This design comes from an exercise in tuning for small area, a short achievable clock period and few clock cycles per item on the open sky130 flow, not from production work. At most, simulation tests tie the RTL to the original design; equivalence was not proved. Function not checked in runs 5 and 6: the RTL went through the layout flow alone. Power figures rest on the tool's default switching activity, not on a simulated workload.

==> flow/design.v <==
`timescale 1ns/1ps
module dsp_block_mapping #(
    parameter NUM_BANKS         = 8,
    parameter CACHE_LINES       = 16,
    parameter BLOCK_SIZE_BYTES  = 64,
    parameter ADDR_WIDTH        = 32,
    parameter BLOCK_ID_WIDTH    = 16
)(
    input  logic                         clk,
    input  logic                         rst_n,
    input  logic [1:0]                   map_mode,
    input  logic [47:0]                  sys_config,
    input  logic                         map_req_valid,
    input  logic [BLOCK_ID_WIDTH-1:0]    block_id,
    input  logic [ADDR_WIDTH-1:0]        base_addr,
    output logic                         map_ready,
    output logic [64:0]                  mapping_result,
    output logic                         map_result_valid,
    input  logic                         map_result_ready,
    output logic [31:0]                  bank_conflict_count,
    output logic [31:0]                  cache_miss_count
);
    localparam int DIV_ROWS = 4;               
    localparam int NGRP     = 16 / DIV_ROWS;   
    localparam int GW       = (NGRP <= 2) ? 1 : (NGRP <= 4) ? 2 : (NGRP <= 8) ? 3 : 4;
    logic [15:0] bs;
    logic [2:0]  bank_mask;
    logic        blocked;
    assign bs        = sys_config[31:16];
    assign bank_mask = {sys_config[43], sys_config[43] | sys_config[42],
                        sys_config[43] | sys_config[42] | sys_config[41]};
    assign blocked   = (map_mode == 2'b01);
    logic vld_q, busy_q;
    logic req_hs, res_hs;
    assign map_ready = ~(vld_q | busy_q);
    assign req_hs    = map_req_valid & map_ready;
    assign res_hs    = vld_q & map_result_ready;
    logic [31:0] l0 [0:16];
    logic [31:0] l1 [0:11];
    logic [31:0] l2 [0:7];
    logic [31:0] l3 [0:5];
    logic [31:0] l4 [0:3];
    logic [31:0] l5 [0:2];
    logic [31:0] l6 [0:1];
    always_comb begin
        for (int i = 0; i < 16; i++) l0[i] = bs[i] ? ({16'd0, block_id} << i) : 32'd0;
        l0[16] = base_addr;
        for (int i = 0; i < 5; i++) begin l1[2*i] = l0[3*i] ^ l0[3*i+1] ^ l0[3*i+2]; l1[2*i+1] = ((l0[3*i] & l0[3*i+1]) | (l0[3*i] & l0[3*i+2]) | (l0[3*i+1] & l0[3*i+2])) << 1; end
        l1[10] = l0[15]; l1[11] = l0[16];
        for (int i = 0; i < 4; i++) begin l2[2*i] = l1[3*i] ^ l1[3*i+1] ^ l1[3*i+2]; l2[2*i+1] = ((l1[3*i] & l1[3*i+1]) | (l1[3*i] & l1[3*i+2]) | (l1[3*i+1] & l1[3*i+2])) << 1; end
        for (int i = 0; i < 2; i++) begin l3[2*i] = l2[3*i] ^ l2[3*i+1] ^ l2[3*i+2]; l3[2*i+1] = ((l2[3*i] & l2[3*i+1]) | (l2[3*i] & l2[3*i+2]) | (l2[3*i+1] & l2[3*i+2])) << 1; end
        l3[4] = l2[6]; l3[5] = l2[7];
        for (int i = 0; i < 2; i++) begin l4[2*i] = l3[3*i] ^ l3[3*i+1] ^ l3[3*i+2]; l4[2*i+1] = ((l3[3*i] & l3[3*i+1]) | (l3[3*i] & l3[3*i+2]) | (l3[3*i+1] & l3[3*i+2])) << 1; end
        l5[0] = l4[0] ^ l4[1] ^ l4[2]; l5[0+1] = ((l4[0] & l4[1]) | (l4[0] & l4[2]) | (l4[1] & l4[2])) << 1; l5[2] = l4[3];
        l6[0] = l5[0] ^ l5[1] ^ l5[2]; l6[0+1] = ((l5[0] & l5[1]) | (l5[0] & l5[2]) | (l5[1] & l5[2])) << 1;
    end
    logic [2:0] prod_lo;
    logic [3:0] line_d;
    assign prod_lo = block_id[2:0] * bs[2:0];
    assign line_d  = base_addr[3:0] + {prod_lo, 1'b0};
    logic [31:0] sum_q;
    logic [30:0] car_q;
    logic [15:0] id_q;
    logic [3:0]  line_q;
    logic [2:0]  bank_q;
    logic [15:0] bs_onehot_any, bs_onehot_many;
    logic        bs_pow2;
    logic [2:0]  q_pow2;
    logic        q_small_ok, q_small;
    logic        fast_ok;
    logic [2:0]  fast_q;
    always_comb begin
        bs_onehot_any[0]  = bs[0];
        bs_onehot_many[0] = 1'b0;
        for (int i = 1; i < 16; i++) begin
            bs_onehot_many[i] = bs_onehot_many[i-1] | (bs_onehot_any[i-1] & bs[i]);
            bs_onehot_any[i]  = bs_onehot_any[i-1] | bs[i];
        end
        bs_pow2 = bs_onehot_any[15] & ~bs_onehot_many[15];
        q_pow2 = '0;
        for (int s = 0; s < 16; s++) begin
            if (bs[s]) q_pow2 = q_pow2 | 3'((block_id >> s) & 16'd7);
        end
    end
    assign q_small_ok = {1'b0, block_id[15:1]} < bs;    
    assign q_small    = block_id >= bs;
    assign fast_ok    = bs_pow2 | q_small_ok;
    assign fast_q     = bs_pow2 ? q_pow2 : {2'b00, q_small};
    logic [GW-1:0] g0;
    logic [15:0]   r_init;
    always_comb begin
        g0     = '0;
        r_init = block_id >> DIV_ROWS;
        for (int g = 1; g < NGRP; g++) begin
            if ((bs >> (16 - DIV_ROWS*g)) == 16'd0) begin
                g0     = GW'(g);
                r_init = block_id >> (DIV_ROWS*g + DIV_ROWS);
            end
        end
    end
    logic [15:0]   r_q;
    logic [GW-1:0] g_q;
    logic [15:0]   bs_q;
    logic [15:0]   r_row [0:DIV_ROWS];
    logic [DIV_ROWS-1:0] id_bits;
    logic [DIV_ROWS-1:0] q_bits;
    assign id_bits = id_q[DIV_ROWS*g_q +: DIV_ROWS];
    assign r_row[0] = r_q;
    genvar k;
    generate
        for (k = 0; k < DIV_ROWS; k++) begin : g_row
            logic [16:0] t, d;
            assign t = {r_row[k], id_bits[DIV_ROWS-1-k]};
            assign d = t - {1'b0, bs_q};
            assign q_bits[DIV_ROWS-1-k] = ~d[16];
            assign r_row[k+1] = d[16] ? t[15:0] : d[15:0];
        end
    endgenerate
    always_ff @(posedge clk or negedge rst_n) begin
        if (!rst_n) begin
            vld_q  <= 1'b0;
            busy_q <= 1'b0;
        end else begin
            if (req_hs) begin
                busy_q <= blocked & ~fast_ok;
                vld_q  <= ~blocked | fast_ok;
            end else if (busy_q) begin
                if (g_q == '0) begin
                    busy_q <= 1'b0;
                    vld_q  <= 1'b1;
                end
            end else if (res_hs) begin
                vld_q  <= 1'b0;
            end
        end
    end
    always_ff @(posedge clk) begin
        sum_q  <= l6[0];
        car_q  <= l6[1][31:1];
        id_q   <= block_id;
        line_q <= line_d;
        bs_q   <= bs;
        r_q    <= busy_q ? r_row[DIV_ROWS] : r_init;
        g_q    <= busy_q ? g_q - GW'(1) : g0;
        if (!blocked)
            bank_q <= block_id[2:0] & bank_mask;
        else if (!busy_q && fast_ok)
            bank_q <= fast_q & bank_mask;
        else if (busy_q && g_q == '0)
            bank_q <= q_bits[2:0] & bank_mask;
    end
    logic [31:0] addr;
    assign addr = sum_q + {car_q, 1'b0};
    assign mapping_result   = {id_q, 5'd0, bank_q, 4'd0, line_q, addr, vld_q};
    assign map_result_valid = vld_q;
    logic [2:0]  last_bank_q;
    logic        have_last_q;
    logic [15:0] seen_q;
    logic [4:0]  miss_q;
    logic [31:0] conf_q;
    always_ff @(posedge clk or negedge rst_n) begin
        if (!rst_n) begin
            last_bank_q <= '0;
            have_last_q <= 1'b0;
            seen_q      <= '0;
            miss_q      <= '0;
            conf_q      <= '0;
        end else if (res_hs) begin
            last_bank_q <= bank_q;
            have_last_q <= 1'b1;
            if (have_last_q && last_bank_q == bank_q)
                conf_q <= conf_q + 32'd1;
            if (!seen_q[line_q])
                miss_q <= miss_q + 5'd1;
            seen_q[line_q] <= 1'b1;
        end
    end
    assign bank_conflict_count = conf_q;
    assign cache_miss_count    = {27'd0, miss_q};
endmodule
==> flow/flow/run.sh <==
#!/bin/bash
# Own layout flow: the standard ORFS flow with three changes:
#  - synthesis runs without the generic ABC pass inside Yosys's synth command
#    (SYNTH_ARGS=-noabc), so full adders are extracted from the design's own
#    XOR/majority structure; the registers are the standard synthesis's;
#  - timing repair aims for extra setup slack at the design's clock period;
#  - the ports get plain buffers.
# Each tool's output goes to a log in this folder (ORFS's per-step logs stay
# under orfs/logs).
set -euo pipefail
export SYNTH_ARGS=-noabc
export SETUP_SLACK_MARGIN=40
export BUFFER_PORTS_ARGS="-buffer_cell sky130_fd_sc_hd__buf_2"
bash standard.sh > standard_flow.log 2>&1
==> flow/standard.sh <==
#!/bin/bash
# synth_recipe.tcl (not shown) runs the flow's synth.tcl, then flattens the netlist and writes it again
# the make line also repeats each setting of config.mk as NAME=value (left out here)
make -C /OpenROAD-flow-scripts/flow DESIGN_CONFIG=/design/flow/config.mk WORK_HOME=/design/flow/orfs CLKGATE_MAP_FILE= SYNTH_SCRIPT=/design/flow/synth_recipe.tcl "${@:-finish}"
==> flow/config.mk <==
export PLATFORM = sky130hd
export DESIGN_NAME = dsp_block_mapping
export DESIGN_NICKNAME = dsp_block_mapping
export VERILOG_FILES = /design/flow/design.v
export SDC_FILE = /design/flow/constraint.sdc
export NUM_CORES = 4
export LEC_CHECK = 0
export CAP_MARGIN = 20
export CORE_MARGIN = 2
export CORE_UTILIZATION = 65
export CTS_BUF_LIST = sky130_fd_sc_hd__clkbuf_8
export SLEW_MARGIN = 20
==> flow/constraint.sdc <==
create_clock -name core_clock -period 55.0 [get_ports {clk}]
set_input_delay 11.0000 -clock core_clock [delete_from_list [all_inputs] [get_ports {clk}]]
set_output_delay 11.0000 -clock core_clock [all_outputs]
set_load 0.01 [all_outputs]
==> impl_metrics.yaml, run 1 <==
run_status:
  run_status: "timing/DRC/antenna clean"
critical_path:
  critical-path-top-delay-family: "compound AO/OA/AOI/OAI gates"
  crit_type: "reg2out"
  worstSetupEndpointType: "output pin"
  critical_path_buf_inv_count: 1
  critical_path.max_stage_delay_ps: 390
  timing.critical_path.from_type: "flip-flop"
  crit_path_top_delay_cell: "sky130_fd_sc_hd__o31a_1"
  timing.critical_path.cells: "ha_2 -> fa_2 -> a21o_1 -> a21oi_2 -> o21bai_1 -> a21o_1 -> a2111oi_4 -> nor2_2 -> o31a_1 -> a31o_2 -> o21a_4 -> a41o_4 -> a31oi_4 -> xnor2_1 -> buf_2"
  required_time_reported_for_the_critical_path_endpoint_ps: 44000
  critPathMostFrequentCell: "sky130_fd_sc_hd__a21o_1"
  critical_path_peak_fanout: 3
  arrival_ps: 3970
drt:
  antenna_left: 0
  route.vias.total: 14700
  drt-pass1-iter-count: 6
  route.detailed.vias_per_inst: 5.99
  drt-wirelength-per-cell_um: 19.3
  wl_mm: 47.5
  detail_route.drc_violations: 0
  detailedRoute.firstIterationViolations: 1145
synth:
  postSynthCellCount: 1937
  synth-edff-count: 3
  synthMostInstantiatedCell: "sky130_fd_sc_hd__fa_1"
  synthDominantAreaCellType: "sky130_fd_sc_hd__fa_1"
  synth.ff_latch_count: 178
  synthFlopType: "sky130_fd_sc_hd__dfxtp_1"
  async_reset_ff_share_pct: 33.1
  synth.cells.most_frequent: "230 x sky130_fd_sc_hd__fa_1, 227 x sky130_fd_sc_hd__and2_1, 199 x sky130_fd_sc_hd__ha_1"
  post_synth_num_cell_types: 87
  netlist_top_cells_area: "sky130_fd_sc_hd__fa_1 24%, sky130_fd_sc_hd__ha_1 13%, sky130_fd_sc_hd__dfxtp_1 12%, sky130_fd_sc_hd__dfrtp_1 7.7%, sky130_fd_sc_hd__and2_1 7.4%"
  avgSynthCellArea_um2: 9.91
  synth_seq_area_share_pct: 20.3
  synth.cell_area_mm2: 0.0192
  synth_top_area_share_pct: 24.0
  number_of_warnings_printed_during_yosys_synthesis: 9
floorplan:
  placement_rows: 62
  die-width_um: 176
  io_pins: 233
  die_outline_area_mm2: 0.0309
  dieHeight_um: 176
  floorplan.initialDensity_pct: 66.5
  core-area_mm2: 0.0289
timing:
  finalHoldViolations: 0
  final_period_minus_worst_setup_slack_ps: 14970
  setup_viol_count_final: 0
  timing_worst_slew_pin_value_ps: 970
  finalMaxSlewViolations: 0
  fmaxAchievable_ghz: 0.0668
  fin_setup_tns_ps: 0
  post-route-period-util_pct: 27.2
  finalHoldWorstSlack_ps: 464
  rsz_0062_raised_after_global_routing: "yes"
  slew_headroom_pct: 34.8
  clock_skew_ps: 23.1
  final.setup.worst_slack_ps: 40030
power:
  power.clock.fraction_pct: 11.1
  power_switching_share_pct: 45.7
  p_int_uw: 483
  power_switching_uw: 407
  seqPwrFrac_pct: 20.8
  power.total_uw: 891
  leakagePower_nw: 9.79
  combinationalPowerShare_pct: 68.1
  ir_drop_mv: 0.0517
  cellPowerDensity_mw_per_mm2: 43.1
global_routing:
  grtUsageTotal_pct: 32.4
  wire_length_of_the_first_global_routing_pass_mm: 79.0
  first_global_vias: 15400
  initial_antenna_violation_count: 0
  overflow: 0
  largest_net_degree_at_the_start_of_global_routing: 60
final_layout:
  final_layout_size_suffix_gt1_share_pct: 13.3
  layout-area-overhead-vs-synth_pct: 7.76
  area_of_the_multi_input_gates_mm2: 0.0147
  sequential_cell_area_mm2: 0.00389
  post_route_cell_area_mm2: 0.0207
  layout.nets: 2596
  n_fill_cell: 2199
job:
  maxCapViolations: 0
placement:
  port_buffers: 167
  pre_cts_slack_ps: 39970
  place_congestion: 0.909
  dpl_cell_area_mm2: 0.0201
  dpl.hpwl_mm: 37.0
worst_hold_path:
  worst_hold_path_type: "reg2reg"
clock_network:
  worst_setup_hold_path_clk_slew_ps: 100
  cts_tree: "done"
  clock_tree.htree_level_count: 4
  count_of_clock_tree_sinks: 178
  numCtsBuffers: 17
  worstSkewPairLatency_ps: 490
  clk_path_buf_depth: 2
  clk_root_buffer_cell: "sky130_fd_sc_hd__clkbuf_8"
  post_cts_hold_buffer_count: 0
[final cells by class]
| class | instances | share of cell area [%] |
|---|---|---|
| Timing Repair Buffer | 175 | 4.33 |
| Inverter | 70 | 1.27 |
| Tap cell | 384 | 2.32 |
| Antenna cell | 1 | 0.0121 |
| Multi-Input combinational cell | 1623 | 71.1 |
| Clock buffer | 17 | 1.13 |
| Sequential cell | 178 | 18.8 |
| Clock inverter | 15 | 1.03 |
[power groups by stage]
stage	Clock [mW]	Sequential, mW	Combinational [mW]
finish	0.0988	0.185	0.606
global route	0.106	0.189	0.690
CTS	0.101	0.185	0.604
detailed placement	0	0.188	0.592
global placement	0	0.187	0.578
floorplan	0	0.185	0.442
[metrics by stage]
step / utilization, % / instances
after floorplan: - / 1972
after global placement: 69.7 / 2425
after detailed placement: 69.7 / 2425
after CTS: 71.3 / 2458
after global routing: 71.7 / 2462
final: 71.7 / 2463
[placed cells by master (no fill, tap or decap), drive strengths merged, types with 41 or more instances in the layout]
cell type / instances
xor2: 41
and2: 227
inv: 70
xnor2: 86
fa: 230
nand2: 121
ha: 199
o21ai: 73
dfxtp: 116
a21oi: 90
nor2: 126
a21o: 43
dfrtp: 59
buf: 175
[what timing repair did]
item,4_1_cts,5_1_grt
hold endpoints to repair,0,0
gates resized for setup,7,10
endpoints found under the setup margin,5,7
buffers inserted,1,4
pin swaps,9,5
[layer usage]
| layer | vias up | track usage (%) | share of wire (%) |
|---|---|---|---|
| met1 | 7279 | 42.1 | 42 |
| li1 | 6837 | - | - |
| met4 | 0 | 10.6 | 3.2 |
| met3 | 104 | 4.76 | 5.6 |
| met2 | 525 | 55.8 | 50 |
| met5 | - | 0 | 0 |
[cells by family after synthesis]
kind of cell | after synthesis | share of synthesized area [%]
AO/OA/AOI/OAI | 352 | 12.4
XOR/XNOR | 127 | 5.79
adder cells (fa/ha/maj) | 430 | 37.0
buffers and inverters | 171 | 4.28
flip-flops | 178 | 20.3
multiplexers | 37 | 2.59
other | 1 | 0.0195
AND/OR/NAND/NOR | 641 | 17.6
[final timing paths]
kind	from	to	slack (ps)	cells past startpoint
hold / removal	seen_q[6]	seen_q[6]	460	1
min in group asynchronous	rst_n	conf_q[5]	10650	2
setup reg to reg	g_q[0]	r_q[1]	41330	42
setup / recovery	sum_q[2]	mapping_result[29]	40030	15
max in group asynchronous	rst_n	seen_q[6]	43870	2
hold reg to reg	seen_q[6]	seen_q[6]	460	1
[registers in the layout (all words and copies together) (netlist names), 4 cells and up]
| name | cells |
|---|---|
| bs_q | 16 |
| car_q | 30 |
| conf_q | 32 |
| id_q | 16 |
| line_q | 4 |
| miss_q | 5 |
| r_q | 16 |
| seen_q | 16 |
| sum_q | 32 |
[worst reg2reg max path, delay by kind of cell, from the launching register on]
kind            cells  cell delay [ps]
compound gates     23             6660
mux                 3             1430
fa+ha+maj           5             1550
flops               1              500
buf+inv             1              110
simple gates       10             3330
Testbench counts, summed over its fixed seeds: cycles 25,619, items 12,000.
==> run 2: changes to the inputs <==
--- a/flow/config.mk
+++ b/flow/config.mk
@@ -9,4 +9,6 @@
 export CORE_MARGIN = 2
 export CORE_UTILIZATION = 65
 export CTS_BUF_LIST = sky130_fd_sc_hd__clkbuf_8
+export CTS_CLUSTER_DIAMETER = 100
+export CTS_CLUSTER_SIZE = 40
 export SLEW_MARGIN = 20
==> run 2 against run 1 <==
Still clean on timing, DRC and antenna. Sequential share of layout area unchanged. Global-route usage unchanged. Register-to-register slack about the same. Area after synthesis is the same. Die area unchanged. Count of clock-buffer cells in the layout unchanged. Setup slack unchanged. Largest cell class unchanged.
==> impl_metrics.yaml, run 2 <==
global_routing:
  overflow: 0
  grtUsageTotal_pct: 32.4
  largest_net_degree_at_the_start_of_global_routing: 60
  first_global_vias: 15400
  initial_antenna_violation_count: 0
  wire_length_of_the_first_global_routing_pass_mm: 79.0
synth:
  number_of_warnings_printed_during_yosys_synthesis: 9
  synth_seq_area_share_pct: 20.3
  post_synth_num_cell_types: 87
  synth.cells.most_frequent: "230 x sky130_fd_sc_hd__fa_1, 227 x sky130_fd_sc_hd__and2_1, 199 x sky130_fd_sc_hd__ha_1"
  synthDominantAreaCellType: "sky130_fd_sc_hd__fa_1"
  synthFlopType: "sky130_fd_sc_hd__dfxtp_1"
  synthMostInstantiatedCell: "sky130_fd_sc_hd__fa_1"
  synth.ff_latch_count: 178
  synth_top_area_share_pct: 24.0
  netlist_top_cells_area: "sky130_fd_sc_hd__fa_1 24%, sky130_fd_sc_hd__ha_1 13%, sky130_fd_sc_hd__dfxtp_1 12%, sky130_fd_sc_hd__dfrtp_1 7.7%, sky130_fd_sc_hd__and2_1 7.4%"
  avgSynthCellArea_um2: 9.91
  postSynthCellCount: 1937
  async_reset_ff_share_pct: 33.1
  synth-edff-count: 3
  synth.cell_area_mm2: 0.0192
timing:
  finalHoldViolations: 0
  post-route-period-util_pct: 27.2
  finalHoldWorstSlack_ps: 464
  fin_setup_tns_ps: 0
  setup_viol_count_final: 0
  rsz_0062_raised_after_global_routing: "yes"
  final_period_minus_worst_setup_slack_ps: 14970
  finalMaxSlewViolations: 0
  clock_skew_ps: 23.1
  timing_worst_slew_pin_value_ps: 970
  slew_headroom_pct: 34.8
  fmaxAchievable_ghz: 0.0668
  final.setup.worst_slack_ps: 40030
placement:
  place_congestion: 0.909
  port_buffers: 167
  dpl.hpwl_mm: 37.0
  placed_cells: 2425
  pre_cts_slack_ps: 39970
  dpl_cell_area_mm2: 0.0201
clock_network:
  clk_path_buf_depth: 2
  worst_setup_hold_path_clk_slew_ps: 100
  clk_root_buffer_cell: "sky130_fd_sc_hd__clkbuf_8"
  numCtsBuffers: 17
  count_of_clock_tree_sinks: 178
  clock_tree.htree_level_count: 4
  cts_tree: "done"
  worstSkewPairLatency_ps: 490
  post_cts_hold_buffer_count: 0
drt:
  drt-pass1-iter-count: 6
  drt-wirelength-per-cell_um: 19.3
  detail_route.drc_violations: 0
  wl_mm: 47.5
  detailedRoute.firstIterationViolations: 1145
  route.vias.total: 14700
  route.detailed.vias_per_inst: 5.99
  antenna_left: 0
run_status:
  run_status: "timing/DRC/antenna clean"
job:
  maxCapViolations: 0
final_layout:
  non_filler_cells_in_the_finished_layout: 2463
  final_layout_size_suffix_gt1_share_pct: 13.3
  largest_registers: "conf_q (32), sum_q (32), car_q (30)"
  layout-area-overhead-vs-synth_pct: 7.76
  final_core_util_pct: 71.7
  post_route_cell_area_mm2: 0.0207
  final_common_cell: "sky130_fd_sc_hd__fa_1"
  layout.nets: 2596
  mostFrequentLayoutCells: "229 x sky130_fd_sc_hd__fa_1, 227 x sky130_fd_sc_hd__and2_1, 198 x sky130_fd_sc_hd__ha_1"
critical_path:
  critical_path_peak_fanout: 3
  worstSetupEndpointType: "output pin"
  crit_type: "reg2out"
  timing.critical_path.from_type: "flip-flop"
  required_time_reported_for_the_critical_path_endpoint_ps: 44000
  arrival_ps: 3970
floorplan:
  core-area_mm2: 0.0289
  die-width_um: 176
  floorplan.initialDensity_pct: 66.5
  dieHeight_um: 176
  io_pins: 233
  die_outline_area_mm2: 0.0309
  placement_rows: 62
worst_hold_path:
  worst_hold_path_type: "reg2reg"
power:
  ir_drop_mv: 0.0517
  power.total_uw: 891
  cellPowerDensity_mw_per_mm2: 43.1
  leakagePower_nw: 9.79
## run 2: cell counts after synthesis
Identical to the previous run, type by type.
## run 2: cells by family (layout without fill, tap and decap cells)
logic type | count (synthesis) | after routing | share of synthesized area (%)
adders and majority gates | 430 | 430 | 37.0
muxes | 37 | 37 | 2.59
xor gates and xnor gates | 127 | 127 | 5.79
DFF | 178 | 178 | 20.3
buffers and inverters | 171 | 277 | 4.28
AOI/OAI and AO/OA | 352 | 352 | 12.4
and+or+nand+nor | 641 | 641 | 17.6
other | 1 | 37 | 0.0195
## run 2: per-layer routing
metal,share of wire (%),vias up,global-route usage (%)
met5,0,-,0
met4,3.2,0,10.6
met3,5.6,104,4.76
met2,50,525,55.8
met1,42,7279,42.1
li1,-,6837,-
## run 2: worst max-delay path: stages (launching register included)
cell and delay, ps:
sky130_fd_sc_hd__dfxtp_1 320, sky130_fd_sc_hd__ha_2 190, sky130_fd_sc_hd__fa_2 360, sky130_fd_sc_hd__a21o_1 180, sky130_fd_sc_hd__a21oi_2 160, sky130_fd_sc_hd__o21bai_1 90
sky130_fd_sc_hd__a21o_1 220, sky130_fd_sc_hd__a2111oi_4 310, sky130_fd_sc_hd__nor2_2 90, sky130_fd_sc_hd__o31a_1 390, sky130_fd_sc_hd__a31o_2 250, sky130_fd_sc_hd__o21a_4 210
sky130_fd_sc_hd__a41o_4 250, sky130_fd_sc_hd__a31oi_4 180, sky130_fd_sc_hd__xnor2_1 130, sky130_fd_sc_hd__buf_2 150
## run 2: final timing paths
kind	to	start	cells after the start	slack, ps
setup / recovery	mapping_result[29]	sum_q[2]	15	40030
hold / removal	seen_q[6]	seen_q[6]	1	460
setup reg to reg	r_q[1]	g_q[0]	42	41330
hold reg to reg	seen_q[6]	seen_q[6]	1	460
max in group asynchronous	seen_q[6]	rst_n	2	43870
min in group asynchronous	conf_q[5]	rst_n	2	10650
## run 2: area by class of cell
type,instances,area (um2)
diodes,1,2.50
clock buffers,17,234
clock inverters,15,213
fillers,2199,8170
inverters,70,263
multi-input cells,1623,14700
flip-flops and latches,178,3890
well taps,384,480
repair buffers,175,896
## run 2: where the power goes
group          internal (mW)  switching, mW  total (mW)  leakage (nW)
combinational          0.276          0.331       0.606          7.81
sequential             0.168         0.0173       0.185          1.77
clock                 0.0396         0.0592      0.0988         0.217
## run 2: repair_timing
item / CTS / global route
cloned: 0 / 0
pin swaps: 9 / 5
gates resized for setup: 7 / 10
endpoints found under the setup margin: 5 / 7
setup buffers: 1 / 4
endpoints found under the hold margin: 0 / 0
==> run 3: changes to the inputs <==
--- a/flow/design.v
+++ b/flow/design.v
@@ -158,6 +158,11 @@
     logic [15:0] seen_q;
     logic [4:0]  miss_q;
     logic [31:0] conf_q;
+    logic [15:0] line_hot;
+    logic        conf_inc, miss_inc;
+    assign line_hot = res_hs ? (16'd1 << line_q) : 16'd0;
+    assign conf_inc = res_hs & have_last_q & (last_bank_q == bank_q);
+    assign miss_inc = |(line_hot & ~seen_q);
     always_ff @(posedge clk or negedge rst_n) begin
         if (!rst_n) begin
             last_bank_q <= '0;
@@ -165,14 +170,14 @@
             seen_q      <= '0;
             miss_q      <= '0;
             conf_q      <= '0;
-        end else if (res_hs) begin
-            last_bank_q <= bank_q;
-            have_last_q <= 1'b1;
-            if (have_last_q && last_bank_q == bank_q)
-                conf_q <= conf_q + 32'd1;
-            if (!seen_q[line_q])
-                miss_q <= miss_q + 5'd1;
-            seen_q[line_q] <= 1'b1;
+        end else begin
+            if (res_hs) begin
+                last_bank_q <= bank_q;
+                have_last_q <= 1'b1;
+            end
+            conf_q <= conf_q + {31'd0, conf_inc};
+            miss_q <= miss_q + {4'd0, miss_inc};
+            seen_q <= seen_q | line_hot;
         end
     end
     assign bank_conflict_count = conf_q;
--- a/flow/config.mk
+++ b/flow/config.mk
@@ -7,8 +7,5 @@
 export LEC_CHECK = 0
 export CAP_MARGIN = 20
 export CORE_MARGIN = 2
-export CORE_UTILIZATION = 65
-export CTS_BUF_LIST = sky130_fd_sc_hd__clkbuf_8
-export CTS_CLUSTER_DIAMETER = 100
-export CTS_CLUSTER_SIZE = 40
+export CORE_UTILIZATION = 75
 export SLEW_MARGIN = 20
==> run 3 against run 2 <==
Clock power rose by 34%. Setup slack improved by 98 ps. Flip-flop and latch count did not move. Sequential share of layout area barely moved. Combinational power fell by 7.1%. Highest routed layer is now met5. Largest cell class unchanged. Largest power group unchanged. Clock skew fell by 7.3 ps. Final area rose by 0.19%.
==> impl_metrics.yaml, run 3 <==
floorplan:
  floorplan.initialDensity_pct: 76.3
  placement_rows: 58
  io_pins: 233
  die_outline_area_mm2: 0.0268
  die-width_um: 164
  core-area_mm2: 0.0251
  dieHeight_um: 164
critical_path:
  crit_type: "reg2out"
  critical_path_peak_fanout: 4
  worstSetupEndpointType: "output pin"
  arrival_ps: 3880
  required_time_reported_for_the_critical_path_endpoint_ps: 44000
  timing.critical_path.from_type: "flip-flop"
run_status:
  run_status: "timing/DRC/antenna clean"
synth:
  postSynthCellCount: 1949
  synth-edff-count: 3
  synthMostInstantiatedCell: "sky130_fd_sc_hd__and2_1"
  number_of_warnings_printed_during_yosys_synthesis: 9
  synth_top_area_share_pct: 24.0
  post_synth_num_cell_types: 81
  async_reset_ff_share_pct: 33.1
  synth_seq_area_share_pct: 20.3
  synthDominantAreaCellType: "sky130_fd_sc_hd__fa_1"
  synth.cell_area_mm2: 0.0192
  avgSynthCellArea_um2: 9.83
  synth.ff_latch_count: 178
  synth.cells.most_frequent: "231 x sky130_fd_sc_hd__and2_1, 230 x sky130_fd_sc_hd__fa_1, 200 x sky130_fd_sc_hd__ha_1"
  netlist_top_cells_area: "sky130_fd_sc_hd__fa_1 24%, sky130_fd_sc_hd__ha_1 13%, sky130_fd_sc_hd__dfxtp_1 12%, sky130_fd_sc_hd__dfrtp_1 7.7%, sky130_fd_sc_hd__and2_1 7.5%"
  synthFlopType: "sky130_fd_sc_hd__dfxtp_1"
final_layout:
  final_common_cell: "sky130_fd_sc_hd__and2_1"
  final_layout_size_suffix_gt1_share_pct: 12.6
  layout-area-overhead-vs-synth_pct: 8.22
  final_core_util_pct: 82.5
  layout.nets: 2601
  mostFrequentLayoutCells: "231 x sky130_fd_sc_hd__and2_1, 230 x sky130_fd_sc_hd__fa_1, 200 x sky130_fd_sc_hd__ha_1"
  non_filler_cells_in_the_finished_layout: 2416
  largest_registers: "conf_q (32), sum_q (32), car_q (30)"
  post_route_cell_area_mm2: 0.0207
placement:
  dpl_cell_area_mm2: 0.0200
  place_congestion: 0.960
  dpl.hpwl_mm: 37.6
  placed_cells: 2379
  port_buffers: 167
power:
  combinationalPowerShare_pct: 64.2
  seqPwrFrac_pct: 20.8
  leakagePower_nw: 9.76
  power_switching_share_pct: 45.5
  cellPowerDensity_mw_per_mm2: 42.4
  ir_drop_mv: 0.0604
  power.clock.fraction_pct: 15.0
  power_switching_uw: 400
  p_int_uw: 479
timing:
  final_period_minus_worst_setup_slack_ps: 14880
  finalHoldViolations: 0
  finalHoldWorstSlack_ps: 480
  rsz_0062_raised_after_global_routing: "no"
  fin_setup_tns_ps: 0
  post-route-period-util_pct: 27.0
  slew_headroom_pct: 34.1
  finalMaxSlewViolations: 0
  setup_viol_count_final: 0
  clock_skew_ps: 15.8
  fmaxAchievable_ghz: 0.0672
  timing_worst_slew_pin_value_ps: 979
clock_network:
  numCtsBuffers: 17
  worstSkewPairLatency_ps: 440
  worst_setup_hold_path_clk_slew_ps: 80
  clk_path_buf_depth: 2
  cts_tree: "done"
  count_of_clock_tree_sinks: 178
  clk_root_buffer_cell: "sky130_fd_sc_hd__clkbuf_16"
  clock_tree.htree_level_count: 4
drt:
  drt-wirelength-per-cell_um: 20.8
  detail_route.drc_violations: 0
  drt-pass1-iter-count: 5
  route.vias.total: 15400
  wl_mm: 50.2
  route.detailed.vias_per_inst: 6.37
  detailedRoute.firstIterationViolations: 1332
  antenna_left: 0
global_routing:
  busiest_grt_layer: "met2"
  grtUsageTotal_pct: 38.8
  overflow: 0
  groute.layer.met3.usage_pct: 6.34
  wire_length_of_the_first_global_routing_pass_mm: 81.0
  first_global_vias: 15900
  grt_util_met1_pct: 50.4
  initial_antenna_violation_count: 4
  globalRouteMet2Util_pct: 64.0
  largest_net_degree_at_the_start_of_global_routing: 60
job:
  maxCapViolations: 0
worst_hold_path:
  worst_hold_path_type: "reg2reg"
run 3: power groups by stage:
stage | Clock, mW | Sequential [mW] | Combinational, mW
after global placement | 0 | 0.184 | 0.523
after global routing | 0.138 | 0.186 | 0.631
after CTS | 0.132 | 0.183 | 0.556
final | 0.132 | 0.183 | 0.563
after floorplan | 0 | 0.182 | 0.395
after detailed placement | 0 | 0.185 | 0.547
run 3: cell families after synthesis:
logic type / share of synthesized area, %
buf+inv: 4.43
xor+xnor: 5.49
other cells: 0.0196
fa+ha+maj: 37.2
simple gates: 18.0
flops: 20.3
mux: 2.23
compound gates: 12.3
run 3: cell type report:
cell class | instances | area (um2)
Multi-Input combinational cell | 1622 | 14600
Fill cell | 1533 | 4380
Sequential cell | 178 | 3890
Timing Repair Buffer | 173 | 881
Clock buffer | 17 | 425
Tap cell | 330 | 413
Inverter | 77 | 289
Clock inverter | 15 | 211
Antenna cell | 4 | 10.0
run 3: final timing paths:
kind / startpoint / end / slack, ps / cells after the start
setup / recovery: car_q[1] / mapping_result[29] / 40120 / 15
setup reg to reg: g_q[0] / r_q[6] / 42340 / 46
max in group asynchronous: rst_n / seen_q[15] / 43820 / 2
hold reg to reg: have_last_q / have_last_q / 480 / 1
min in group asynchronous: rst_n / conf_q[24] / 10690 / 2
hold / removal: have_last_q / have_last_q / 480 / 1
run 3: worst max-delay path: stages (launching register included):
cell and delay [ps]:
sky130_fd_sc_hd__dfxtp_1 330, sky130_fd_sc_hd__ha_1 210, sky130_fd_sc_hd__fa_1 430, sky130_fd_sc_hd__a21o_1 190
sky130_fd_sc_hd__a21oi_2 180, sky130_fd_sc_hd__o21bai_1 120, sky130_fd_sc_hd__a21oi_2 240, sky130_fd_sc_hd__o21ai_1 180
sky130_fd_sc_hd__a31oi_2 300, sky130_fd_sc_hd__a21oi_2 100, sky130_fd_sc_hd__o21ai_2 270, sky130_fd_sc_hd__a21oi_2 160
sky130_fd_sc_hd__a21oi_2 220, sky130_fd_sc_hd__nor2b_1 200, sky130_fd_sc_hd__xnor2_1 140, sky130_fd_sc_hd__buf_2 150
run 3: routing by layer:
metal  part of all wire (%)  wire length (um)
met3                    8.7              4350
met1                     38             18900
met5                  0.026                13
met2                     49             24600
met4                    4.5              2260
run 3: timing repair:
| action | in CTS | in global routing |
|---|---|---|
| buffers inserted | 1 | 0 |
| pin swaps | 1 | 4 |
| hold buffers | 0 | 0 |
| resized for setup | 5 | 11 |
| endpoints found under the setup margin | 7 | 5 |
run 3: stage by stage:
step                      power, mW  worst slack, ps
after CTS                     0.872            39930
after detailed placement      0.732            39910
final                         0.878            40120
after floorplan               0.577            40320
after global routing          0.955            39940
after global placement        0.707            40030
Testbench counts of run 3, summed over its fixed seeds: cycles 25,619, items 12,000.
==> run 4: changes to the inputs <==
--- a/flow/config.mk
+++ b/flow/config.mk
@@ -7,5 +7,5 @@
 export LEC_CHECK = 0
 export CAP_MARGIN = 20
 export CORE_MARGIN = 2
-export CORE_UTILIZATION = 75
+export CORE_UTILIZATION = 65
 export SLEW_MARGIN = 20
==> run 4 against run 3 <==
Still clean. Count of clock-buffer cells in the layout stayed put. Routed wire length fell by 3.5%. Non-clock buffer count rose by 2. Via count is 3.2% lower. Critical endpoint is now mapping_result[32]. Largest power group unchanged.
==> impl_metrics.yaml, run 4 <==
power:
  seqPwrFrac_pct: 21.2
  p_int_uw: 476
  combinationalPowerShare_pct: 64.1
  power.clock.fraction_pct: 14.7
  power_switching_uw: 386
  cellPowerDensity_mw_per_mm2: 41.5
  leakagePower_nw: 9.76
  power_switching_share_pct: 44.8
  ir_drop_mv: 0.0525
final_layout:
  final_core_util_pct: 72.0
  layout-area-overhead-vs-synth_pct: 8.47
  largest_registers: "conf_q (32), sum_q (32), car_q (30)"
  layout.nets: 2603
  final_common_cell: "sky130_fd_sc_hd__and2_1"
  final_layout_size_suffix_gt1_share_pct: 12.6
  n_fill_cell: 2214
  area_of_the_multi_input_gates_mm2: 0.0146
  mostFrequentLayoutCells: "231 x sky130_fd_sc_hd__and2_1, 230 x sky130_fd_sc_hd__fa_1, 200 x sky130_fd_sc_hd__ha_1"
  sequential_cell_area_mm2: 0.00389
synth:
  synth.ff_latch_count: 178
  synthDominantAreaCellType: "sky130_fd_sc_hd__fa_1"
  avgSynthCellArea_um2: 9.83
  synthMostInstantiatedCell: "sky130_fd_sc_hd__and2_1"
  synth-edff-count: 3
  synthFlopType: "sky130_fd_sc_hd__dfxtp_1"
  post_synth_num_cell_types: 81
  async_reset_ff_share_pct: 33.1
  netlist_top_cells_area: "sky130_fd_sc_hd__fa_1 24%, sky130_fd_sc_hd__ha_1 13%, sky130_fd_sc_hd__dfxtp_1 12%, sky130_fd_sc_hd__dfrtp_1 7.7%, sky130_fd_sc_hd__and2_1 7.5%"
  synth_seq_area_share_pct: 20.3
  postSynthCellCount: 1949
  number_of_warnings_printed_during_yosys_synthesis: 9
  synth.cell_area_mm2: 0.0192
  synth.cells.most_frequent: "231 x sky130_fd_sc_hd__and2_1, 230 x sky130_fd_sc_hd__fa_1, 200 x sky130_fd_sc_hd__ha_1"
  synth_top_area_share_pct: 24.0
drt:
  antenna_left: 0
  wl_mm: 48.4
  route.vias.total: 14900
  route.detailed.vias_per_inst: 6.03
  detailedRoute.firstIterationViolations: 1216
  drt-pass1-iter-count: 5
  drt-wirelength-per-cell_um: 19.6
  detail_route.drc_violations: 0
timing:
  final_period_minus_worst_setup_slack_ps: 14740
  fmaxAchievable_ghz: 0.0678
  rsz_0062_raised_after_global_routing: "yes"
  finalHoldViolations: 0
  post-route-period-util_pct: 26.8
  slew_headroom_pct: 30.7
  fin_setup_tns_ps: 0
  clock_skew_ps: 15.5
  timing_worst_slew_pin_value_ps: 1030
  finalMaxSlewViolations: 0
  setup_viol_count_final: 0
floorplan:
  io_pins: 233
  placement_rows: 62
  dieHeight_um: 176
  die_outline_area_mm2: 0.0309
  die-width_um: 176
  floorplan.initialDensity_pct: 66.4
  core-area_mm2: 0.0289
clock_network:
  worstSkewPairLatency_ps: 450
  count_of_clock_tree_sinks: 178
  worst_setup_hold_path_clk_slew_ps: 80
  post_cts_hold_buffer_count: 0
  cts_tree: "done"
  numCtsBuffers: 17
  clk_root_buffer_cell: "sky130_fd_sc_hd__clkbuf_16"
  clk_path_buf_depth: 2
  clock_tree.htree_level_count: 4
critical_path:
  critPathMostFrequentCell: "sky130_fd_sc_hd__a21oi_1"
  crit_type: "reg2out"
  critical_path_peak_fanout: 4
  arrival_ps: 3740
  critical_path.max_stage_delay_ps: 390
  worstSetupEndpointType: "output pin"
  crit_path_top_delay_cell: "sky130_fd_sc_hd__o21ai_0"
  worstRegToRegCells: 45
  required_time_reported_for_the_critical_path_endpoint_ps: 44000
  timing.critical_path.from_type: "flip-flop"
  timing.critical_path.cells: "ha_1 -> o21a_1 -> o21ai_0 -> inv_1 -> nand4_1 -> nor4_2 -> o311ai_1 -> buf_4 -> a21oi_1 -> a21o_1 -> o311ai_2 -> nand2b_1 -> a21oi_1 -> xnor2_1 -> buf_2"
global_routing:
  first_global_vias: 15500
  largest_net_degree_at_the_start_of_global_routing: 60
  overflow: 0
  grtUsageTotal_pct: 32.9
  wire_length_of_the_first_global_routing_pass_mm: 79.8
  initial_antenna_violation_count: 2
worst_hold_path:
  timing.hold.worst_path_depth: 1
  worst_hold_path_type: "reg2reg"
placement:
  place_congestion: 0.918
  port_buffers: 167
  dpl.hpwl_mm: 37.7
run_status:
  run_status: "timing/DRC/antenna clean"
job:
  maxCapViolations: 0
[run 4: worst max-delay path: cells and delay by family, from the launching register on]
kind	cells	cell delay, ps
AOI/OAI and AO/OA	7	1750
adders and majority gates	1	330
DFF	1	310
buffers and inverters	3	420
xor gates and xnor gates	1	130
and+or+nand+nor	3	350
[run 4: kinds of logic after synthesis]
logic type	after synthesis	share of synthesized area, %
muxes	34	2.23
DFF	178	20.3
and+or+nand+nor	644	18.0
buffers and inverters	184	4.43
xor gates and xnor gates	117	5.49
adders and majority gates	432	37.2
AOI/OAI and AO/OA	359	12.3
other	1	0.0196
[run 4: timing repair]
item	CTS	global route
pin swaps	1	4
cloned	0	0
setup endpoints to repair	7	7
buffers inserted	0	2
gates resized for setup	6	9
[run 4: final timing paths]
check,slack (ps),to,start
min,470,miss_q[4],miss_q[4]
max reg2reg,42610,r_q[5],g_q[0]
min in group asynchronous,10690,conf_q[18],rst_n
min reg2reg,470,miss_q[4],miss_q[4]
max,40260,mapping_result[32],sum_q[8]
max in group asynchronous,43810,seen_q[13],rst_n
[run 4: stage by stage]
stage / cell area, um2 / std cells / total power, mW / setup WS, ps / hold slack (ps)
6_report: 20800 / 2470 / 0.862 / 40260 / 470
5_1_grt: 20800 / 2469 / 0.945 / 40010 / 482
4_1_cts: 20700 / 2466 / 0.863 / 40020 / 473
3_5_place_dp: 20100 / 2434 / 0.730 / 39900 / 456
3_3_place_gp: 20100 / 2434 / 0.715 / 39960 / 443
2_1_floorplan: 19300 / 1984 / 0.577 / 40320 / 423
[run 4: power groups by stage]
stage               combinational, mW  clock, mW  sequential (mW)
floorplan                       0.395          0            0.182
global placement                0.531          0            0.184
CTS                             0.552      0.128            0.183
finish                          0.552      0.127            0.183
detailed placement              0.545          0            0.185
global route                    0.627      0.133            0.186
[run 4: area by class of cell]
cell class                 count  area share (%)
antenna                        2          0.0241
clock buffer                  17            2.05
clock inverter                15           0.873
inverter                      77            1.39
multi-input combinational   1622            70.3
sequential                   178            18.7
tap                          384            2.31
timing repair buffer         175            4.31
[run 4: routing by layer]
layer	track usage, %	wire, um
met1	43.4	20200
met2	56.1	24000
met3	4.50	2790
met4	11.2	1390
met5	0	13
==> run 5: changes to the inputs <==
--- a/flow/design.v
+++ b/flow/design.v
@@ -20,8 +20,8 @@
     output logic [31:0]                  bank_conflict_count,
     output logic [31:0]                  cache_miss_count
 );
-    localparam int DIV_ROWS = 4;               
-    localparam int NGRP     = 16 / DIV_ROWS;   
+    localparam int DIV_ROWS = 3;                              
+    localparam int NGRP     = (16 + DIV_ROWS - 1) / DIV_ROWS;     
     localparam int GW       = (NGRP <= 2) ? 1 : (NGRP <= 4) ? 2 : (NGRP <= 8) ? 3 : 4;
     logic [15:0] bs;
     logic [2:0]  bank_mask;
@@ -94,26 +94,54 @@
         for (int g = 1; g < NGRP; g++) begin
             if ((bs >> (16 - DIV_ROWS*g)) == 16'd0) begin
                 g0     = GW'(g);
-                r_init = block_id >> (DIV_ROWS*g + DIV_ROWS);
+                r_init = 16'((32'(block_id)) >> (DIV_ROWS*g + DIV_ROWS));
             end
         end
     end
+    function automatic [16:0] sub17(input [16:0] t, input [15:0] b);
+        logic [16:0] x, g, p, gg, pp;
+        x  = {1'b1, ~b};
+        g  = t & x;
+        p  = t ^ x;
+        gg = g;
+        pp = p;
+        gg[0] = g[0] | p[0];    
+        for (int d = 1; d < 17; d = d * 2)
+            for (int i = 0; i < 17; i++)
+                if ((i / d) % 2 == 1) begin
+                    gg[i] = gg[i] | (pp[i] & gg[(i / d) * d - 1]);
+                    pp[i] = pp[i] & pp[(i / d) * d - 1];
+                end
+        sub17 = {gg[16], p[15:0] ^ {gg[14:0], 1'b1}};
+    endfunction
     logic [15:0]   r_q;
     logic [GW-1:0] g_q;
     logic [15:0]   bs_q;
     logic [15:0]   r_row [0:DIV_ROWS];
     logic [DIV_ROWS-1:0] id_bits;
     logic [DIV_ROWS-1:0] q_bits;
-    assign id_bits = id_q[DIV_ROWS*g_q +: DIV_ROWS];
+    logic [2:0]          q_low;     
+    generate
+        if (DIV_ROWS >= 3) begin : g_qlow
+            assign q_low = q_bits[2:0];
+        end else begin : g_qacc
+            logic [2:0] q_acc_q;
+            always_ff @(posedge clk) q_acc_q <= busy_q ? 3'({q_acc_q, q_bits}) : 3'd0;
+            assign q_low = 3'({q_acc_q, q_bits});
+        end
+    endgenerate
+    logic [DIV_ROWS*NGRP-1:0] id_ext;
+    assign id_ext  = (DIV_ROWS*NGRP)'(id_q);
+    assign id_bits = id_ext[DIV_ROWS*g_q +: DIV_ROWS];
     assign r_row[0] = r_q;
     genvar k;
     generate
         for (k = 0; k < DIV_ROWS; k++) begin : g_row
-            logic [16:0] t, d;
-            assign t = {r_row[k], id_bits[DIV_ROWS-1-k]};
-            assign d = t - {1'b0, bs_q};
-            assign q_bits[DIV_ROWS-1-k] = ~d[16];
-            assign r_row[k+1] = d[16] ? t[15:0] : d[15:0];
+            logic [16:0] t, sd;
+            assign t  = {r_row[k], id_bits[DIV_ROWS-1-k]};
+            assign sd = sub17(t, bs_q);
+            assign q_bits[DIV_ROWS-1-k] = sd[16];
+            assign r_row[k+1] = sd[16] ? sd[15:0] : t[15:0];
         end
     endgenerate
     always_ff @(posedge clk or negedge rst_n) begin
@@ -147,7 +175,7 @@
         else if (!busy_q && fast_ok)
             bank_q <= fast_q & bank_mask;
         else if (busy_q && g_q == '0)
-            bank_q <= q_bits[2:0] & bank_mask;
+            bank_q <= q_low & bank_mask;
     end
     logic [31:0] addr;
     assign addr = sum_q + {car_q, 1'b0};
==> run 5 against run 4 <==
Critical path type unchanged. Die area decreased by 6.1%. Worst hold slack got worse by 18 ps. Critical path depth decreased by 2. Power decreased by 9.7%. Non-clock buffer count decreased by 5. Count of clock-buffer cells in the layout increased by 1. Area after synthesis decreased by 6.3%. Clock skew about the same. Setup slack got worse by 27 ps. Still clean.
==> impl_metrics.yaml, run 5 <==
drt:
  detail_route.drc_violations: 0
  drt-pass1-iter-count: 5
  wl_mm: 44.7
  route.detailed.vias_per_inst: 6.06
  route.vias.total: 13400
  detailedRoute.firstIterationViolations: 1035
  drt-wirelength-per-cell_um: 20.3
  antenna_left: 0
clock_network:
  count_of_clock_tree_sinks: 179
  clock_tree.htree_level_count: 4
  cts_tree: "done"
  clk_path_buf_depth: 2
  worst_setup_hold_path_clk_slew_ps: 70
  numCtsBuffers: 17
  clk_root_buffer_cell: "sky130_fd_sc_hd__clkbuf_16"
  worstSkewPairLatency_ps: 450
synth:
  synth-simple-area-share_pct: 16.6
  postSynthCellCount: 1732
  synth_xor_xnor_area_share_pct: 4.59
  synth.cells.most_frequent: "238 x sky130_fd_sc_hd__fa_1, 212 x sky130_fd_sc_hd__and2_1, 180 x sky130_fd_sc_hd__ha_1"
  async_reset_ff_share_pct: 33.0
  synth.cell_area_mm2: 0.0180
  synthMostInstantiatedCell: "sky130_fd_sc_hd__fa_1"
  synth_compound_gate_area_share_pct: 10.5
  synth_top_area_share_pct: 26.5
  synth.ff_latch_count: 179
  synth_seq_area_share_pct: 21.8
  post_synth_num_cell_types: 84
  post_synth_fa_ha_maj_area_fraction_pct: 39.3
  synth-edff-count: 3
  post_synth_mux_area_share_pct: 2.54
  avgSynthCellArea_um2: 10.4
  synthFlopType: "sky130_fd_sc_hd__dfxtp_1"
  netlist_top_cells_area: "sky130_fd_sc_hd__fa_1 27%, sky130_fd_sc_hd__dfxtp_1 13%, sky130_fd_sc_hd__ha_1 13%, sky130_fd_sc_hd__dfrtp_1 8.2%, sky130_fd_sc_hd__and2_1 7.4%"
  number_of_warnings_printed_during_yosys_synthesis: 9
  synth_top_family_by_area: "adder cells"
  synthDominantAreaCellType: "sky130_fd_sc_hd__fa_1"
global_routing:
  largest_net_degree_at_the_start_of_global_routing: 60
  initial_antenna_violation_count: 1
  first_global_vias: 13700
  wire_length_of_the_first_global_routing_pass_mm: 72.7
  overflow: 0
  grtUsageTotal_pct: 32.5
run_status:
  run_status: "timing/DRC/antenna clean"
final_layout:
  post_route_cell_area_mm2: 0.0194
  layout-area-overhead-vs-synth_pct: 8.20
  final_common_cell: "sky130_fd_sc_hd__fa_1"
  largest_registers: "conf_q (32), sum_q (32), car_q (30)"
  mostFrequentLayoutCells: "238 x sky130_fd_sc_hd__fa_1, 212 x sky130_fd_sc_hd__and2_1, 180 x sky130_fd_sc_hd__ha_1"
  n_fill_cell: 2047
  layout.nets: 2369
  sequential_cell_area_mm2: 0.00391
  area_of_the_multi_input_gates_mm2: 0.0133
  final_layout_size_suffix_gt1_share_pct: 13.0
critical_path:
  worstSetupEndpointType: "output pin"
  crit_type: "reg2out"
  required_time_reported_for_the_critical_path_endpoint_ps: 44000
  timing.critical_path.cells: "ha_1 -> fa_1 -> a21o_1 -> a21oi_1 -> o21a_1 -> o31ai_1 -> a221oi_2 -> buf_4 -> nor4_1 -> or4_1 -> a211o_1 -> nand3_1 -> buf_2"
  critical_path_buf_inv_count: 2
  critical_path_peak_fanout: 4
  arrival_ps: 3770
  timing.critical_path.from_type: "flip-flop"
  critical_path.max_stage_delay_ps: 530
  crit_path_top_delay_cell: "sky130_fd_sc_hd__or4_1"
  critical-path-top-delay-family: "compound AO/OA/AOI/OAI gates"
power:
  power.total_uw: 778
  ir_drop_mv: 0.0505
  cellPowerDensity_mw_per_mm2: 40.0
  p_int_uw: 444
  leakagePower_nw: 9.21
  seqPwrFrac_pct: 23.6
  power.clock.fraction_pct: 16.3
  combinationalPowerShare_pct: 60.1
  power_switching_share_pct: 42.9
  power_switching_uw: 334
job:
  maxCapViolations: 0
floorplan:
  floorplan.initialDensity_pct: 66.4
  dieHeight_um: 170
  io_pins: 233
  placement_rows: 60
  core-area_mm2: 0.0270
  die-width_um: 170
  die_outline_area_mm2: 0.0290
timing:
  finalHoldWorstSlack_ps: 452
  fin_setup_tns_ps: 0
  post-route-period-util_pct: 26.9
  final_period_minus_worst_setup_slack_ps: 14770
  finalMaxSlewViolations: 0
  slew_headroom_pct: 34.4
  clock_skew_ps: 15.4
  fmaxAchievable_ghz: 0.0677
  timing_worst_slew_pin_value_ps: 985
  setup_viol_count_final: 0
  rsz_0062_raised_after_global_routing: "no"
  finalHoldViolations: 0
placement:
  dpl_cell_area_mm2: 0.0188
  place_congestion: 0.931
  dpl.hpwl_mm: 34.8
  port_buffers: 167
worst_hold_path:
  worst_hold_path_type: "reg2reg"
run 5: final timing paths:
path	start	end	slack, ps	cells past startpoint
max reg2reg	g_q[0]	r_q[3]	45500	31
max	sum_q[2]	mapping_result[31]	40230	13
min	seen_q[10]	seen_q[10]	450	1
min in group asynchronous	rst_n	conf_q[8]	10690	2
max in group asynchronous	rst_n	seen_q[10]	43800	2
min reg2reg	seen_q[10]	seen_q[10]	450	1
run 5: power groups by stage:
stage	Combinational [mW]	Sequential (mW)	Clock (mW)
2_1_floorplan	0.342	0.184	0
3_3_place_gp	0.452	0.186	0
3_5_place_dp	0.469	0.187	0
4_1_cts	0.473	0.184	0.129
5_1_grt	0.534	0.187	0.134
6_report	0.467	0.184	0.127
run 5: what timing repair did:
item                                    4_1_cts  5_1_grt
endpoints found under the hold margin         0        0
endpoints found under the setup margin        2        1
pin swaps                                     0        1
setup buffers                                 0        1
resized for setup                             1        0
hold buffers                                  0        0
run 5: layout make-up:
type | count | share of cell area, %
clock inverter | 14 | 0.895
inverter | 76 | 1.47
timing repair buffer | 170 | 4.42
tap | 341 | 2.20
sequential | 179 | 20.1
clock buffer | 18 | 2.26
multi-input combinational | 1405 | 68.6
antenna | 2 | 0.0258
run 5: cells by family after synthesis:
| family | after synthesis |
|---|---|
| XOR/XNOR | 94 |
| flip-flops | 179 |
| adder cells (fa/ha/maj) | 421 |
| other | 1 |
| buffers and inverters | 183 |
| AND/OR/NAND/NOR | 545 |
| multiplexers | 41 |
| AO/OA/AOI/OAI | 268 |
run 5: through the flow:
stage                     std cells  utilization [%]  setup WS [ps]
final                          2205             71.9          40230
after global routing           2203             71.9          40050
after CTS                      2202             71.8          40060
after detailed placement       2170             69.5          39860
after global placement         2170             69.5          39920
after floorplan                1767                -          40330
run 5: worst reg2reg max path, delay by kind of cell, from the launching register on:
family,cells,cell delay [ps]
fa+ha+maj,4,1290
buf+inv,2,180
compound gates,15,4350
flops,1,610
mux,3,1040
simple gates,7,1960
run 5: metal layers:
layer,share of wire (%),global-route usage (%),vias to the layer above
met5,0,0,-
met4,2.2,9.44,0
met3,7.3,6.77,70
met2,50,55.2,486
met1,41,42.3,6714
li1,-,-,6084
==> run 6: changes to the inputs <==
--- a/flow/design.v
+++ b/flow/design.v
@@ -20,7 +20,7 @@
     output logic [31:0]                  bank_conflict_count,
     output logic [31:0]                  cache_miss_count
 );
-    localparam int DIV_ROWS = 3;                              
+    localparam int DIV_ROWS = 2;                              
     localparam int NGRP     = (16 + DIV_ROWS - 1) / DIV_ROWS;     
     localparam int GW       = (NGRP <= 2) ? 1 : (NGRP <= 4) ? 2 : (NGRP <= 8) ? 3 : 4;
     logic [15:0] bs;
==> run 6 against run 5 <==
Sequential share of layout area is 0.59 points higher. Fmax is 0.83% higher. Routed wire length is 3.1% lower. Area after synthesis is 2.6% lower. Cell count is 2.0% lower. Synthesized cell count is 2.2% lower. Critical path depth is 2 lower. Power is 1.9% lower. First-iteration DRC count is 8.7% lower. Largest cell class unchanged.
==> impl_metrics.yaml, run 6 <==
placement:
  place_congestion: 0.887
  dpl.hpwl_mm: 33.0
  placed_cells: 2130
  port_buffers: 167
power:
  p_int_uw: 435
  leakagePower_nw: 8.90
  power_switching_uw: 328
  power.clock.fraction_pct: 16.7
  power_switching_share_pct: 43.0
  combinationalPowerShare_pct: 58.9
  power.total_uw: 763
  cellPowerDensity_mw_per_mm2: 40.2
  ir_drop_mv: 0.0478
  seqPwrFrac_pct: 24.4
clock_network:
  numCtsBuffers: 17
  clk_path_buf_depth: 2
  postCtsResizedCells: 1
  worst_setup_hold_path_clk_slew_ps: 70
  cts_post_setup_buffers_inserted: 0
  post_cts_hold_buffer_count: 0
  clock_tree.htree_level_count: 4
  cts_tree: "done"
  worstSkewPairLatency_ps: 450
  count_of_clock_tree_sinks: 180
  clk_root_buffer_cell: "sky130_fd_sc_hd__clkbuf_16"
floorplan:
  dieHeight_um: 168
  core-area_mm2: 0.0267
  die_outline_area_mm2: 0.0282
  floorplan.initialDensity_pct: 65.6
  io_pins: 233
  die-width_um: 168
  placement_rows: 60
timing:
  rsz_0062_raised_after_global_routing: "no"
  fin_setup_tns_ps: 0
  final_period_minus_worst_setup_slack_ps: 14650
  finalHoldWorstSlack_ps: 457
  slew_headroom_pct: 30.4
  finalHoldViolations: 0
  finalMaxSlewViolations: 0
  timing_worst_slew_pin_value_ps: 1040
  fmaxAchievable_ghz: 0.0683
  post-route-period-util_pct: 26.6
  clock_skew_ps: 16.4
  setup_viol_count_final: 0
critical_path:
  reg2reg_slack_ps: 47820
  timing.critical_path.cells: "ha_1 -> fa_1 -> a211oi_1 -> o21ai_0 -> a31oi_1 -> o21ai_2 -> a311oi_2 -> o31ai_1 -> a21oi_1 -> xnor2_1 -> buf_2"
  timing.critical_path.from_type: "flip-flop"
  critical_path.max_stage_delay_ps: 460
  worstSetupEndpointType: "output pin"
  critical_path_buf_inv_count: 1
  required_time_reported_for_the_critical_path_endpoint_ps: 44000
  crit_path_top_delay_cell: "sky130_fd_sc_hd__a31oi_1"
  critical-path-top-delay-family: "compound AO/OA/AOI/OAI gates"
  arrival_ps: 3650
  crit_type: "reg2out"
  critical_path_peak_fanout: 5
synth:
  synth_compound_gate_area_share_pct: 10.6
  synth_xor_xnor_area_share_pct: 4.11
  netlist_top_cells_area: "sky130_fd_sc_hd__fa_1 27%, sky130_fd_sc_hd__dfxtp_1 14%, sky130_fd_sc_hd__ha_1 12%, sky130_fd_sc_hd__dfrtp_1 8.4%, sky130_fd_sc_hd__and2_1 8.0%"
  synth.cell_area_mm2: 0.0175
  synth-edff-count: 3
  postSynthCellCount: 1694
  synth.cells.most_frequent: "234 x sky130_fd_sc_hd__fa_1, 224 x sky130_fd_sc_hd__and2_1, 164 x sky130_fd_sc_hd__ha_1"
  synthMostInstantiatedCell: "sky130_fd_sc_hd__fa_1"
  post_synth_num_cell_types: 72
  synthFlopType: "sky130_fd_sc_hd__dfxtp_1"
  async_reset_ff_share_pct: 32.8
  synth_top_family_by_area: "adder cells"
  avgSynthCellArea_um2: 10.3
  synth_top_area_share_pct: 26.8
  synth.ff_latch_count: 180
  synthDominantAreaCellType: "sky130_fd_sc_hd__fa_1"
  number_of_warnings_printed_during_yosys_synthesis: 9
  synth_seq_area_share_pct: 22.5
  synth-simple-area-share_pct: 17.4
  post_synth_mux_area_share_pct: 2.08
  post_synth_fa_ha_maj_area_fraction_pct: 38.5
drt:
  drt-pass1-iter-count: 8
  route.detailed.vias_per_inst: 6.05
  detailedRoute.firstIterationViolations: 945
  antenna_left: 0
  detail_route.drc_violations: 0
  drt-wirelength-per-cell_um: 20.0
  route.vias.total: 13100
  wl_mm: 43.3
global_routing:
  initial_antenna_violation_count: 0
  wire_length_of_the_first_global_routing_pass_mm: 70.8
  first_global_vias: 13700
  largest_net_degree_at_the_start_of_global_routing: 60
  overflow: 0
  grtUsageTotal_pct: 32.0
final_layout:
  layout.nets: 2308
  final_layout_size_suffix_gt1_share_pct: 13.6
  mostFrequentLayoutCells: "234 x sky130_fd_sc_hd__fa_1, 224 x sky130_fd_sc_hd__and2_1, 167 x sky130_fd_sc_hd__buf_2"
  final_common_cell: "sky130_fd_sc_hd__fa_1"
  non_filler_cells_in_the_finished_layout: 2162
  largest_registers: "conf_q (32), sum_q (32), car_q (30)"
  number_of_diodes_added_for_antenna_fixing: 0
  layout-area-overhead-vs-synth_pct: 8.46
job:
  maxCapViolations: 0
worst_hold_path:
  worst_hold_path_type: "reg2reg"
run_status:
  run_status: "timing/DRC/antenna clean"
[run 6: changes by cell type in the layout (fill, tap and decap cells not counted), sizes merged, moves of 8 or more]
cell    change
nor2       -17
and2       +16
ha         -16
nand2b     -12
nand2      +11
xnor2      -11
o21ai       +9
a211oi      +8
inv         -8
[run 6: cell families after synthesis]
logic type / after synthesis
fa+ha+maj: 398
flops: 180
xor+xnor: 82
other cells: 1
compound gates: 272
mux: 30
buf+inv: 180
simple gates: 551
[run 6: layer usage]
metal | vias up | track usage, % | share of wire (%)
met1 | 6561 | 43.3 | 43
li1 | 5974 | - | -
met5 | - | 0 | 0
met4 | 0 | 11.7 | 3.1
met3 | 95 | 4.54 | 5.9
met2 | 458 | 53.1 | 49
[run 6: final cells by class]
type | instances | area (um2)
clock buffers | 17 | 425
clock inverters | 15 | 181
fillers | 2052 | 7680
inverters | 67 | 251
multi-input cells | 1369 | 12900
flip-flops and latches | 180 | 3930
well taps | 341 | 427
repair buffers | 173 | 881
[run 6: worst paths after layout]
path | startpoint | end | cells past startpoint
min in group asynchronous | rst_n | conf_q[30] | 2
min | seen_q[0] | seen_q[0] | 1
max | sum_q[2] | mapping_result[29] | 11
max in group asynchronous | rst_n | vld_q | 2
min reg2reg | seen_q[0] | seen_q[0] | 1
max reg2reg | g_q[0] | r_q[5] | 19
[run 6: power by group through the flow]
stage	sequential [mW]	clock (mW)	combinational, mW
2_1_floorplan	0.186	0	0.328
3_3_place_gp	0.188	0	0.435
3_5_place_dp	0.189	0	0.451
4_1_cts	0.186	0.130	0.454
5_1_grt	0.189	0.134	0.514
6_report	0.186	0.127	0.450
[run 6: stage by stage]
| stage | util [%] | worst slack [ps] | cell area (um2) |
|---|---|---|---|
| after global routing | 71.2 | 40050 | 19000 |
| after detailed placement | 68.8 | 39910 | 18300 |
| after CTS | 71.1 | 40110 | 18900 |
| final | 71.2 | 40350 | 19000 |
| after floorplan | - | 40310 | 17600 |
| after global placement | 68.8 | 40010 | 18300 |

afterwards: timing with drivers on the ports:
Ports are ideal in the flow. The routed layouts listed here were re-timed in OpenROAD.
Step 1 assumes that a clkbuf_16 drives the clock port and a buf_2 every other input.
Step 2 adds t to the input delays and takes it off the output delays; t is the mean of the earliest and latest rising clock arrival at the registers after step 1. Input paths then give back, and output paths get back, about the clock's delay inside the block.
Slacks: ideal / step 1 / step 2; pairs: ideal / step 1.
run	t (ns)	slack for setup (ns)	slew at the worst register clock pin (ns)	worst data-port slew with drivers (ns)
run 1	0.524	40.026 / 39.976 / 39.965	0.12 / 0.12	0.06
run 2	0.524	40.026 / 39.976 / 39.965	0.12 / 0.12	0.06
run 3	0.490	40.123 / 40.069 / 39.844	0.09 / 0.09	0.09
run 4	0.490	40.255 / 40.205 / 39.925	0.09 / 0.09	0.07
run 5	0.493	40.228 / 40.176 / 39.833	0.08 / 0.08	0.07
run 6	0.489	40.350 / 40.299 / 39.926	0.09 / 0.09	0.06
After both steps setup and hold are still met in every run listed. For run 6, which loses most, drivers alone change the setup slack by -0.051 ns; drivers and shift together by -0.424 ns.
